Context: an optimization exercise on an open-source flow, tuned for small area. The choices shown serve that exercise and are no tape-out recipe.
At most, simulation tests tie the RTL to the original design; equivalence was not proved.
Power figures rest on the tool's default switching activity, not on a simulated workload.

==> 09-12 <==
## calculator
module calculator (
    input   logic           clk_i,
    input   logic           rst_i,
    input   logic [22:0]    buttons_i,
    output  logic [63:0]    display_segments_o,
    output  logic [36:0]    display_o,
    output  logic [7:0]     segments_cathode_o,
    output  logic [7:0]     segments_anode_o
);
Settings: LEC_CHECK=0, CAP_MARGIN=20, CORE_MARGIN=2, CORE_UTILIZATION=40, CTS_BUF_LIST=sky130_fd_sc_hd__clkbuf_8, SLEW_MARGIN=20; clock period 10.0 ns.
standard.sh (not shown) runs the stock make flow with config.mk's settings and CLKGATE_MAP_FILE= SYNTH_SCRIPT=/design/flow/synth_recipe.tcl, a recipe that flattens the netlist after the stock synthesis.
==> flow/flow/run.sh <==
#!/bin/bash
# Layout flow: the standard flow (standard.sh) with these changes:
#  - synthesis (ORFS's synth.tcl inside the standard flow's synth_recipe.tcl wrapper) skips
#    Yosys's extract_fa step and maps the logic with the area-oriented ABC
#    script flow/area.abc instead of ORFS's ABC script;
#  - input/output ports are buffered with sky130_fd_sc_hd__buf_1 cells;
#  - clock tree synthesis uses sky130_fd_sc_hd__clkbuf_8 buffers and inserts
#    no dummy loads.
# Everything else (floorplan, power grid, placement, CTS, routing, finish)
# is the standard flow.
set -euo pipefail
W=$PWD
sed -e 's/^\(\s*\)extract_fa /\1# extract_fa /' \
    -e 's#^\(\s*\)log_cmd abc {\*}$abc_args#\1log_cmd abc -script '"$W"'/flow/area.abc {*}[lrange $abc_args 2 end]#' \
    "$FLOW_HOME/scripts/synth.tcl" > "$W/synth_area.tcl"
grep -q '# extract_fa ' "$W/synth_area.tcl"
grep -q "log_cmd abc -script $W/flow/area.abc" "$W/synth_area.tcl"
sed "s#source \$::env(SCRIPTS_DIR)/synth.tcl#source $W/synth_area.tcl#" "$W/synth_recipe.tcl" > "$W/synth_recipe_area.tcl"
grep -q "source $W/synth_area.tcl" "$W/synth_recipe_area.tcl"
sed "s#SYNTH_SCRIPT=[^ ]*#SYNTH_SCRIPT=$W/synth_recipe_area.tcl#" "$W/standard.sh" > "$W/standard_area.sh"
grep -q "SYNTH_SCRIPT=$W/synth_recipe_area.tcl" "$W/standard_area.sh"
export BUFFER_PORTS_ARGS="-buffer_cell sky130_fd_sc_hd__buf_1"
export CTS_ARGS="-sink_clustering_enable -repair_clock_nets -buf_list sky130_fd_sc_hd__clkbuf_8 -dont_use_dummy_load"
bash "$W/standard_area.sh" > "$W/flow.log" 2>&1
==> flow/flow/area.abc <==
&get -n
&st
&deepsyn -T 20
&dch -f
&nf -a -R 1000
&put
topo
==> inputs of 10-21, as changes to 09-12 <==
--- a/flow/design.v
+++ b/flow/design.v
@@ -106,42 +106,38 @@
 logic        pnz;            
 logic        d_err, d_sign;
 logic [2:0]  d_exp;
 logic [31:0] d_sig;
 logic        u_sign;
 logic [2:0]  u_exp;
 logic [31:0] u_sig;          
 logic [3:0]  cc;             
-logic        dot, minus, pend;
+logic        dot, minus, pend, lock;
 logic [3:0]  ph;             
 logic        run;            
 logic [3:0]  tmp;            
 logic        cy;             
 localparam logic [3:0] P_IDLE  = 4'd0,
                        P_DIGK = 4'd1,    
                        P_DIGC = 4'd2,    
                        P_CLR  = 4'd3,    
                        P_SWAP = 4'd4,    
                        P_ADD  = 4'd5,    
                        P_COMP = 4'd6,    
                        P_RSH  = 4'd7,    
-                       P_LSHW = 4'd8,    
-                       P_LSH  = 4'd9,    
-                       P_LOCK = 4'd10;   
+                       P_LSH  = 4'd8;    
 assign display_o = {d_err, d_sign, d_exp, d_sig};
 logic k_on, k_md, k_sub, k_add, k_eq, k_dot, k_dig;
 logic [3:0] kval;
 calc_keys keys (
     .b(buttons_i), .k_on, .k_md, .k_sub, .k_add, .k_eq, .k_dot, .k_dig, .kval
 );
 wire any_btn = |buttons_i;
-wire idle    = (ph == P_IDLE);
-wire pr      = any_btn && !pnz && idle;      
-wire pe      = pr && !d_err;                 
+wire press   = any_btn && !pnz && (ph == P_IDLE) && !lock;
 wire [3:0] d_out = d_sig[3:0];
 wire [3:0] u_out = u_sig[3:0];
 wire       sub  = d_sign ^ u_sign;
 wire [2:0] dd   = d_exp - u_exp;             
 wire       d_lt = d_exp < u_exp;
 wire [2:0] cnt_n = cnt + 3'd1;
 wire [2:0] ncc  = 3'(-cc[2:0]);
 wire [7:1] ge;
@@ -150,40 +146,44 @@
 assign ge[3] = d_exp[2] | (d_exp[1] & d_exp[0]);
 assign ge[4] = d_exp[2];
 assign ge[5] = d_exp[2] & (d_exp[1] | d_exp[0]);
 assign ge[6] = d_exp[2] & d_exp[1];
 assign ge[7] = &d_exp;
 logic [7:0] nz;
 always_comb for (int k = 0; k < 8; k++) nz[k] = |d_sig[4*k +: 4];
 wire d_zero = ~|nz;
-wire is_dig  = (ph == P_DIGK) || (ph == P_DIGC) || (ph == P_CLR);
-wire is_clr  = (ph == P_CLR);
-wire is_swap = (ph == P_SWAP);
-wire is_add  = (ph == P_ADD);
-wire is_comp = (ph == P_COMP);
-wire is_rsh  = (ph == P_RSH);
-wire is_lshw = (ph == P_LSHW);
-wire is_lsh  = (ph == P_LSH);
-wire lsh_skip = is_lsh && !run && ge[1] && !nz[~cnt];
+wire [7:1] zl;       
+assign zl[1] = ge[1] & !nz[7];
+assign zl[2] = zl[1] & ge[2] & !nz[6];
+assign zl[3] = zl[2] & ge[3] & !nz[5];
+assign zl[4] = zl[3] & ge[4] & !nz[4];
+assign zl[5] = zl[4] & ge[5] & !nz[3];
+assign zl[6] = zl[5] & ge[6] & !nz[2];
+assign zl[7] = zl[6] & ge[7] & !nz[1];
+wire [2:0] z;
+assign z[0] = (zl[1] & !zl[2]) | (zl[3] & !zl[4]) | (zl[5] & !zl[6]) | zl[7];
+assign z[1] = (zl[2] & !zl[4]) | zl[6];
+assign z[2] = zl[4];
 logic st;            
 logic [2:0] fin;     
 always_comb begin
     st  = 1'b0;
     fin = 3'd0;
     unique case (ph)
         P_DIGK, P_DIGC, P_CLR, P_SWAP: st = (cnt == 3'd0);
         P_ADD:  begin st = !d_lt && (cnt == dd); fin = dd; end
         P_COMP: begin st = (cnt == dd); fin = dd; end
-        P_LSH:  st = !lsh_skip;
+        P_LSH:  st = zl[1] && (cnt == z);
         default: ;
     endcase
 end
 wire rot  = run || st;
 wire last = rot && (cnt_n == fin);
+wire first = st && !run;
 logic       p_en, p_inv, q_u, q_t, cin;
 always_comb begin
     p_en = 1'b0; p_inv = 1'b0; q_u = 1'b0; q_t = 1'b0; cin = 1'b0;
     unique case (ph)
         P_DIGK, P_DIGC: begin
             if (cnt == ncc) q_t = 1'b1;
             else p_en = (cc[3:1] != 3'd0);
         end
@@ -196,95 +196,106 @@
         P_LSH:  p_en = 1'b1;
         default: ;
     endcase
 end
 wire [3:0] qd = q_u ? u_out : (q_t ? tmp : 4'd0);
 logic [3:0] top_in;
 logic       co;
 calc_bcd bcd (.d(d_out), .p_en, .p_inv, .q(qd), .cin, .s(top_in), .co);
-wire d_shift = rot || (is_add && d_lt) || is_rsh;
+wire d_shift = rot || (ph == P_ADD && d_lt) || (ph == P_RSH);
 logic [3:0] u_in;
 always_comb begin
     u_in = u_out;
-    if (rot && (ph == P_DIGC || is_swap)) u_in = d_out;
-    if (is_clr) u_in = 4'd0;
-end
+    if (rot && (ph == P_DIGC || ph == P_SWAP)) u_in = d_out;
+    if (ph == P_CLR) u_in = 4'd0;
+end
+wire idle   = (ph == P_IDLE);
 wire newnum = (cc == 4'd0);
+wire pr     = press;                             
+wire pe     = pr && !d_err;                      
 wire e_on   = pr && k_on;
 wire e_dig  = pe && k_dig && !cc[3];
 wire e_dot  = pe && k_dot && !dot;
 wire e_md   = pe && k_md;
 wire e_op   = pe && (k_add || k_sub || k_eq);
-wire e_swp  = e_op && pend;                  
-wire a_last = is_add && last;
-wire exp_clr = is_clr || ((e_dig || e_dot) && newnum);
+wire is_dig  = (ph == P_DIGK) || (ph == P_DIGC) || (ph == P_CLR);
+wire is_swap = (ph == P_SWAP);
+wire is_add  = (ph == P_ADD);
+wire is_comp = (ph == P_COMP);
+wire is_rsh  = (ph == P_RSH);
+wire is_lsh  = (ph == P_LSH);
+wire swp     = is_swap && first;
+wire a_last  = is_add && last;
+wire lsh_go  = is_lsh && !run;
+wire exp_clr = e_on || ((e_dig || e_dot) && newnum);
 wire exp_inc = (e_dig && !newnum && !dot) || (is_add && !run && d_lt) || is_rsh;
-wire exp_dec = lsh_skip;
-wire sgn_clr = exp_clr || (is_lshw && d_zero);
-wire sgn_flp = ((e_op && !pend) || e_md) && minus || (a_last && sub && co);
-wire u_ld    = (e_dig && pend) || e_swp;
+wire exp_dec = lsh_go && st;
+wire sgn_clr = exp_clr || (lsh_go && d_zero);
+wire sgn_flp = ((e_op || e_md) && minus) || (a_last && sub && co);
+wire u_ld    = (e_dig && pend) || swp;
 logic [3:0] ph_n;
 always_comb begin
     ph_n = ph;
     if (e_on) ph_n = P_CLR;
     if (e_dig) ph_n = pend ? P_DIGC : P_DIGK;
     if (e_dot && newnum) ph_n = P_DIGK;
-    if (e_md) ph_n = P_LOCK;
-    if (e_swp) ph_n = P_SWAP;
+    if (e_op && pend) ph_n = P_SWAP;
     if (e_op && !pend && k_eq) ph_n = P_ADD;
     if (is_dig && last) ph_n = P_IDLE;
     if (is_swap && last) ph_n = P_ADD;
-    if (a_last) ph_n = sub ? (co ? P_LSHW : P_COMP) : (co ? P_RSH : P_LSHW);
-    if (is_comp && last) ph_n = P_LSHW;
+    if (a_last) ph_n = sub ? (co ? P_LSH : P_COMP) : (co ? P_RSH : P_LSH);
+    if (is_comp && last) ph_n = P_LSH;
     if (is_rsh) ph_n = P_IDLE;
-    if (is_lshw) ph_n = (ge[1] && !nz[7]) ? ((cnt_n == 3'd0) ? P_LSH : P_LSHW) : P_IDLE;
-    if (is_lsh && last) ph_n = P_IDLE;
+    if ((lsh_go && (z == 3'd0)) || (is_lsh && last)) ph_n = P_IDLE;
 end
 always_ff @(posedge clk_i) begin
     cnt <= rst_i ? 3'd0 : cnt_n;
     pnz <= !rst_i && any_btn;
     u_sig <= {u_in, u_sig[31:4]};
     if (d_shift) d_sig <= {top_in, d_sig[31:4]};
     if (rot) cy <= co;
     if (pr) tmp <= k_dig ? kval : 4'd0;
 end
 always_ff @(posedge clk_i) begin
     if (rst_i) begin
-        ph  <= P_CLR;
+        ph <= P_CLR;
         run <= 1'b0;
+        d_err <= 1'b0; d_sign <= 1'b0; d_exp <= 3'd0;
+        u_sign <= 1'b0; u_exp <= 3'd0;
+        cc <= 4'd0;
+        dot <= 1'b0; minus <= 1'b0; pend <= 1'b0; lock <= 1'b0;
     end else begin
         ph  <= ph_n;
         run <= rot && !last;
+        if (exp_clr) d_exp <= 3'd0;
+        else if (exp_inc) d_exp <= d_exp + 3'd1;
+        else if (swp) d_exp <= u_exp;
+        else if (exp_dec) d_exp <= d_exp - z;
+        if (sgn_clr) d_sign <= 1'b0;
+        else if (swp) d_sign <= u_sign;
+        else if (sgn_flp) d_sign <= !d_sign;
+        if (e_on) d_err <= 1'b0;
+        else if (is_rsh && (d_exp == 3'd7)) d_err <= 1'b1;
+        if (e_on) begin
+            u_exp <= 3'd0; u_sign <= 1'b0;
+        end else if (u_ld) begin
+            u_exp <= d_exp; u_sign <= d_sign;
+        end
+        if (e_on || e_op || e_md) cc <= 4'd0;
+        else if (e_dig) cc <= newnum ? {3'd0, kval != 4'd0} : cc + 4'd1;
+        else if (e_dot && newnum) cc <= 4'd1;
+        if (e_on || e_op) dot <= 1'b0;
+        else if (e_dot) dot <= 1'b1;
+        if (e_on) minus <= 1'b0;
+        else if (e_op) minus <= k_sub;
+        if (e_on) pend <= 1'b0;
+        else if (e_op) pend <= !k_eq;
+        if (e_md) lock <= 1'b1;
     end
-end
-always_ff @(posedge clk_i) begin
-    if (exp_clr) d_exp <= 3'd0;
-    else if (exp_inc) d_exp <= d_exp + 3'd1;
-    else if (exp_dec) d_exp <= d_exp - 3'd1;
-    else if (e_swp) d_exp <= u_exp;
-    if (sgn_clr) d_sign <= 1'b0;
-    else if (e_swp) d_sign <= u_sign;
-    else if (sgn_flp) d_sign <= !d_sign;
-    if (is_clr) d_err <= 1'b0;
-    else if (is_rsh && (d_exp == 3'd7)) d_err <= 1'b1;
-    if (is_clr) begin
-        u_exp <= 3'd0; u_sign <= 1'b0;
-    end else if (u_ld) begin
-        u_exp <= d_exp; u_sign <= d_sign ^ (e_op && minus);
-    end
-    if (is_clr || e_op || e_md) cc <= 4'd0;
-    else if (e_dig) cc <= newnum ? {3'd0, kval != 4'd0} : cc + 4'd1;
-    else if (e_dot && newnum) cc <= 4'd1;
-    if (is_clr || e_op) dot <= 1'b0;
-    else if (e_dot) dot <= 1'b1;
-    if (is_clr) minus <= 1'b0;
-    else if (e_op) minus <= k_sub;
-    if (is_clr) pend <= 1'b0;
-    else if (e_op) pend <= !k_eq;
 end
 calc_disp disp (
     .sig(d_sig), .exp_i(d_exp), .nz, .ge, .cc, .cnt,
     .segs(display_segments_o), .cathode(segments_cathode_o)
 );
 always_comb
     for (int i = 0; i < 8; i++)
         segments_anode_o[i] = rst_i || (cnt != 3'(i));
==> flow/flow/run.sh (replaced) <==
#!/bin/bash
# Layout flow: the standard flow (standard.sh) with these changes:
#  - synthesis (ORFS's synth.tcl inside the standard flow's synth_recipe.tcl wrapper) skips
#    Yosys's extract_fa step and maps the logic with the area-oriented ABC
#    script flow/area.abc instead of ORFS's ABC script;
#  - input/output ports are buffered with sky130_fd_sc_hd__buf_1 cells.
# Everything else (floorplan, power grid, placement, CTS, routing, finish)
# is the standard flow.
set -euo pipefail
W=$PWD
sed -e 's/^\(\s*\)extract_fa /\1# extract_fa /' \
    -e 's#^\(\s*\)log_cmd abc {\*}$abc_args#\1log_cmd abc -script '"$W"'/flow/area.abc {*}[lrange $abc_args 2 end]#' \
    "$FLOW_HOME/scripts/synth.tcl" > "$W/synth_area.tcl"
grep -q '# extract_fa ' "$W/synth_area.tcl"
grep -q "log_cmd abc -script $W/flow/area.abc" "$W/synth_area.tcl"
sed "s#source \$::env(SCRIPTS_DIR)/synth.tcl#source $W/synth_area.tcl#" "$W/synth_recipe.tcl" > "$W/synth_recipe_area.tcl"
grep -q "source $W/synth_area.tcl" "$W/synth_recipe_area.tcl"
sed "s#SYNTH_SCRIPT=[^ ]*#SYNTH_SCRIPT=$W/synth_recipe_area.tcl#" "$W/standard.sh" > "$W/standard_area.sh"
grep -q "SYNTH_SCRIPT=$W/synth_recipe_area.tcl" "$W/standard_area.sh"
export BUFFER_PORTS_ARGS="-buffer_cell sky130_fd_sc_hd__buf_1"
bash "$W/standard_area.sh" > "$W/flow.log" 2>&1
==> inputs of 05-25, as changes to 09-12 <==
--- a/flow/design.v
+++ b/flow/design.v
@@ -44,38 +44,42 @@
     assign s[2] = t[2] ^ (co & !t[1]);
     assign s[3] = t[3] ^ (co & (t[2] | t[1]));
 endmodule
 module calc_disp (
     input  logic [31:0] sig,
     input  logic [2:0]  exp_i,
     input  logic [7:0]  nz,
     input  logic [7:1] ge,
-    input  logic [3:0]  cc,
+    input  logic [3:0]  rem,
     input  logic [2:0]  cnt,
     output logic [63:0] segs,
     output logic [7:0]  cathode
 );
     wire [2:0] nfd = ~exp_i;         
     wire [7:0] m;
     assign m[7] = 1'b1;
     for (genvar i = 0; i < 7; i++) begin : g_m
         assign m[i] = nz[i] | ge[7-i];
     end
     wire [2:0] tz;
     assign tz[0] = !m[0] & (m[1] | (!m[2] & (m[3] | (!m[4] & (m[5] | !m[6])))));
     assign tz[1] = !m[0] & !m[1] & (m[2] | m[3] | (!m[4] & !m[5]));
     assign tz[2] = !m[0] & !m[1] & !m[2] & !m[3];
-    wire typing = (cc != 4'd0);
-    wire [2:0] shamt = typing ? 3'(-cc[2:0]) : tz;
+    wire typing = !rem[3];
+    wire [2:0] shamt = typing ? rem[2:0] : tz;
     wire [2:0] dp = nfd - shamt;
     localparam logic [3:0] BLANK = 4'd15;
-    wire [31:0] sh1 = shamt[2] ? {{4{BLANK}}, sig[31:16]} : sig;
-    wire [31:0] sh2 = shamt[1] ? {{2{BLANK}}, sh1[31:8]} : sh1;
-    wire [31:0] sh3 = shamt[0] ? {BLANK, sh2[31:4]} : sh2;
+    wire [31:0] sh1 = {sig[31:16] | {16{shamt[2]}}, sig[15:0] | (sig[31:16] & {16{shamt[2]}})};
+    wire [31:0] sh2 = {sh1[31:24] | {8{shamt[1]}},
+                       shamt[1] ? sh1[31:16] : sh1[23:8],
+                       sh1[7:0] | (sh1[15:8] & {8{shamt[1]}})};
+    wire [31:0] sh3 = {sh2[31:28] | {4{shamt[0]}},
+                       shamt[0] ? sh2[31:8] : sh2[27:4],
+                       sh2[3:0] | (sh2[7:4] & {4{shamt[0]}})};
     function automatic logic [6:0] seg7(input logic [3:0] b);
         case (b)
             4'd0: seg7 = 7'b1111110;
             4'd1: seg7 = 7'b0110000;
             4'd2: seg7 = 7'b1101101;
             4'd3: seg7 = 7'b1111001;
             4'd4: seg7 = 7'b0110011;
             4'd5: seg7 = 7'b1011011;
@@ -105,17 +109,17 @@
 logic [2:0]  cnt;            
 logic        pnz;            
 logic        d_err, d_sign;
 logic [2:0]  d_exp;
 logic [31:0] d_sig;
 logic        u_sign;
 logic [2:0]  u_exp;
 logic [31:0] u_sig;          
-logic [3:0]  cc;             
+logic [3:0]  rem;            
 logic        dot, minus, pend;
 logic [3:0]  ph;             
 logic        run;            
 logic [3:0]  tmp;            
 logic        cy;             
 localparam logic [3:0] P_IDLE  = 4'd0,
                        P_DIGK = 4'd1,    
                        P_DIGC = 4'd2,    
@@ -138,17 +142,16 @@
 wire pr      = any_btn && !pnz && idle;      
 wire pe      = pr && !d_err;                 
 wire [3:0] d_out = d_sig[3:0];
 wire [3:0] u_out = u_sig[3:0];
 wire       sub  = d_sign ^ u_sign;
 wire [2:0] dd   = d_exp - u_exp;             
 wire       d_lt = d_exp < u_exp;
 wire [2:0] cnt_n = cnt + 3'd1;
-wire [2:0] ncc  = 3'(-cc[2:0]);
 wire [7:1] ge;
 assign ge[1] = |d_exp;
 assign ge[2] = d_exp[2] | d_exp[1];
 assign ge[3] = d_exp[2] | (d_exp[1] & d_exp[0]);
 assign ge[4] = d_exp[2];
 assign ge[5] = d_exp[2] & (d_exp[1] | d_exp[0]);
 assign ge[6] = d_exp[2] & d_exp[1];
 assign ge[7] = &d_exp;
@@ -179,18 +182,18 @@
 end
 wire rot  = run || st;
 wire last = rot && (cnt_n == fin);
 logic       p_en, p_inv, q_u, q_t, cin;
 always_comb begin
     p_en = 1'b0; p_inv = 1'b0; q_u = 1'b0; q_t = 1'b0; cin = 1'b0;
     unique case (ph)
         P_DIGK, P_DIGC: begin
-            if (cnt == ncc) q_t = 1'b1;
-            else p_en = (cc[3:1] != 3'd0);
+            if (cnt == rem[2:0]) q_t = 1'b1;
+            else p_en = !rem[3] && (rem[2:0] != 3'd7);
         end
         P_SWAP: q_u = 1'b1;
         P_ADD: if (run || !d_lt) begin
             p_en = 1'b1; p_inv = sub; q_u = (cnt >= dd); cin = run ? cy : sub;
         end
         P_COMP: begin p_en = 1'b1; p_inv = 1'b1; cin = run ? cy : 1'b1; end
         P_RSH:  cin = 1'b1;
         P_LSH:  p_en = 1'b1;
@@ -203,19 +206,19 @@
 calc_bcd bcd (.d(d_out), .p_en, .p_inv, .q(qd), .cin, .s(top_in), .co);
 wire d_shift = rot || (is_add && d_lt) || is_rsh;
 logic [3:0] u_in;
 always_comb begin
     u_in = u_out;
     if (rot && (ph == P_DIGC || is_swap)) u_in = d_out;
     if (is_clr) u_in = 4'd0;
 end
-wire newnum = (cc == 4'd0);
+wire newnum = rem[3];
 wire e_on   = pr && k_on;
-wire e_dig  = pe && k_dig && !cc[3];
+wire e_dig  = pe && k_dig && (rem != 4'd0);
 wire e_dot  = pe && k_dot && !dot;
 wire e_md   = pe && k_md;
 wire e_op   = pe && (k_add || k_sub || k_eq);
 wire e_swp  = e_op && pend;                  
 wire a_last = is_add && last;
 wire exp_clr = is_clr || ((e_dig || e_dot) && newnum);
 wire exp_inc = (e_dig && !newnum && !dot) || (is_add && !run && d_lt) || is_rsh;
 wire exp_dec = lsh_skip;
@@ -266,26 +269,26 @@
     else if (sgn_flp) d_sign <= !d_sign;
     if (is_clr) d_err <= 1'b0;
     else if (is_rsh && (d_exp == 3'd7)) d_err <= 1'b1;
     if (is_clr) begin
         u_exp <= 3'd0; u_sign <= 1'b0;
     end else if (u_ld) begin
         u_exp <= d_exp; u_sign <= d_sign ^ (e_op && minus);
     end
-    if (is_clr || e_op || e_md) cc <= 4'd0;
-    else if (e_dig) cc <= newnum ? {3'd0, kval != 4'd0} : cc + 4'd1;
-    else if (e_dot && newnum) cc <= 4'd1;
+    if (is_clr || e_op || e_md) rem <= 4'd8;
+    else if (e_dig) rem <= newnum ? {kval == 4'd0, {3{kval != 4'd0}}} : rem - 4'd1;
+    else if (e_dot && newnum) rem <= 4'd7;
     if (is_clr || e_op) dot <= 1'b0;
     else if (e_dot) dot <= 1'b1;
     if (is_clr) minus <= 1'b0;
     else if (e_op) minus <= k_sub;
     if (is_clr) pend <= 1'b0;
     else if (e_op) pend <= !k_eq;
 end
 calc_disp disp (
-    .sig(d_sig), .exp_i(d_exp), .nz, .ge, .cc, .cnt,
+    .sig(d_sig), .exp_i(d_exp), .nz, .ge, .rem, .cnt,
     .segs(display_segments_o), .cathode(segments_cathode_o)
 );
 always_comb
     for (int i = 0; i < 8; i++)
         segments_anode_o[i] = rst_i || (cnt != 3'(i));
 endmodule
==> notes <==
05-25 completed without violations. 10-21 went through all stages and came out clean. 09-12 finished with timing, DRC and antenna clean.
Between 10-21 and 05-25, the lower power is in 05-25 (gap about 1.1%, measured against 05-25).
Die area: 10-21 > 05-25 > 09-12.
In design area, 05-25 and 09-12 hardly differ.
Non-clock buffer count is the same in 09-12 and 05-25.
In 10-21 the sequential share of layout area is lower than in 05-25, by 0.66 points.
The lowest utilization belongs to 10-21, the highest to 05-25.
Global-route usage: 09-12 > 05-25 > 10-21.
==> figures <==
Number of tap cells added at floorplan: 10-21 184; 09-12 180; 05-25 180
Sequential fraction of the synthesis area: 10-21 39.02%; 09-12 39.36%; 05-25 39.32%
Worst setup endpoint: 10-21 segments_cathode_o[4]; 09-12 segments_cathode_o[5]; 05-25 segments_cathode_o[3]
Finished Cell Area: 10-21 6829 um2; 09-12 6634 um2; 05-25 6638 um2
Met2 layer wire length in the routed design: 10-21 8.663 mm; 09-12 9.248 mm; 05-25 9.098 mm
Fin cells: 10-21 1077; 09-12 1049; 05-25 1045
Least-Margin Pin Slew: 10-21 969.4 ps; 09-12 886.5 ps; 05-25 994.2 ps
Total via count after detailed routing: 10-21 6189; 09-12 6207; 05-25 6183
Flip-flop and latch share of the layout cell area: 10-21 33.27%; 09-12 33.95%; 05-25 33.93%
Pint: 10-21 0.7315 mW; 09-12 0.6842 mW; 05-25 0.7109 mW
Total combinational power: 10-21 0.506 mW; 09-12 0.503 mW; 05-25 0.555 mW
Clock net power: 10-21 0.273 mW; 09-12 0.196 mW; 05-25 0.197 mW
Status: 10-21 timing/DRC/antenna clean; 09-12 timing/DRC/antenna clean; 05-25 timing/DRC/antenna clean
Sw Ratio: 10-21 42.76%; 09-12 42.90%; 05-25 43.75%
Compound-gate portion of the synthesized area: 10-21 24.39%; 09-12 24.69%; 05-25 23.61%
Register bit count reported by yosys: 10-21 95; 09-12 94; 05-25 94
Only the layout flow was run in 05-25; the RTL was not checked for function there.

==> static timing again, ports no longer ideal <==
In the flow no input, the clock included, has a driving cell. The finished layouts below were timed again as built, in two steps.
Step 1, drivers: a clkbuf_16 drives clk_i and a buf_2 each remaining input, both assumed.
Step 2 adds t to the input delays and takes it off the output delays; t is the mean of the earliest and latest rising clock arrival at the registers after step 1. Input paths then give back, and output paths get back, about the clock's delay inside the block.
Slacks: no drivers / after step 1 / after step 2; pairs: no drivers / after step 1.
| run | shift t [ns] | slack for setup (ns) | slew at the worst register clock pin (ns) |
|---|---|---|---|
| 09-12 | 0.406 | 2.547 / 2.509 / 2.915 | 0.09 / 0.09 |
| 10-21 | 0.420 | 2.477 / 2.440 / 2.860 | 0.11 / 0.11 |
| 05-25 | 0.394 | 2.968 / 2.932 / 3.326 | 0.09 / 0.09 |
After both steps setup and hold are still met in every run listed.
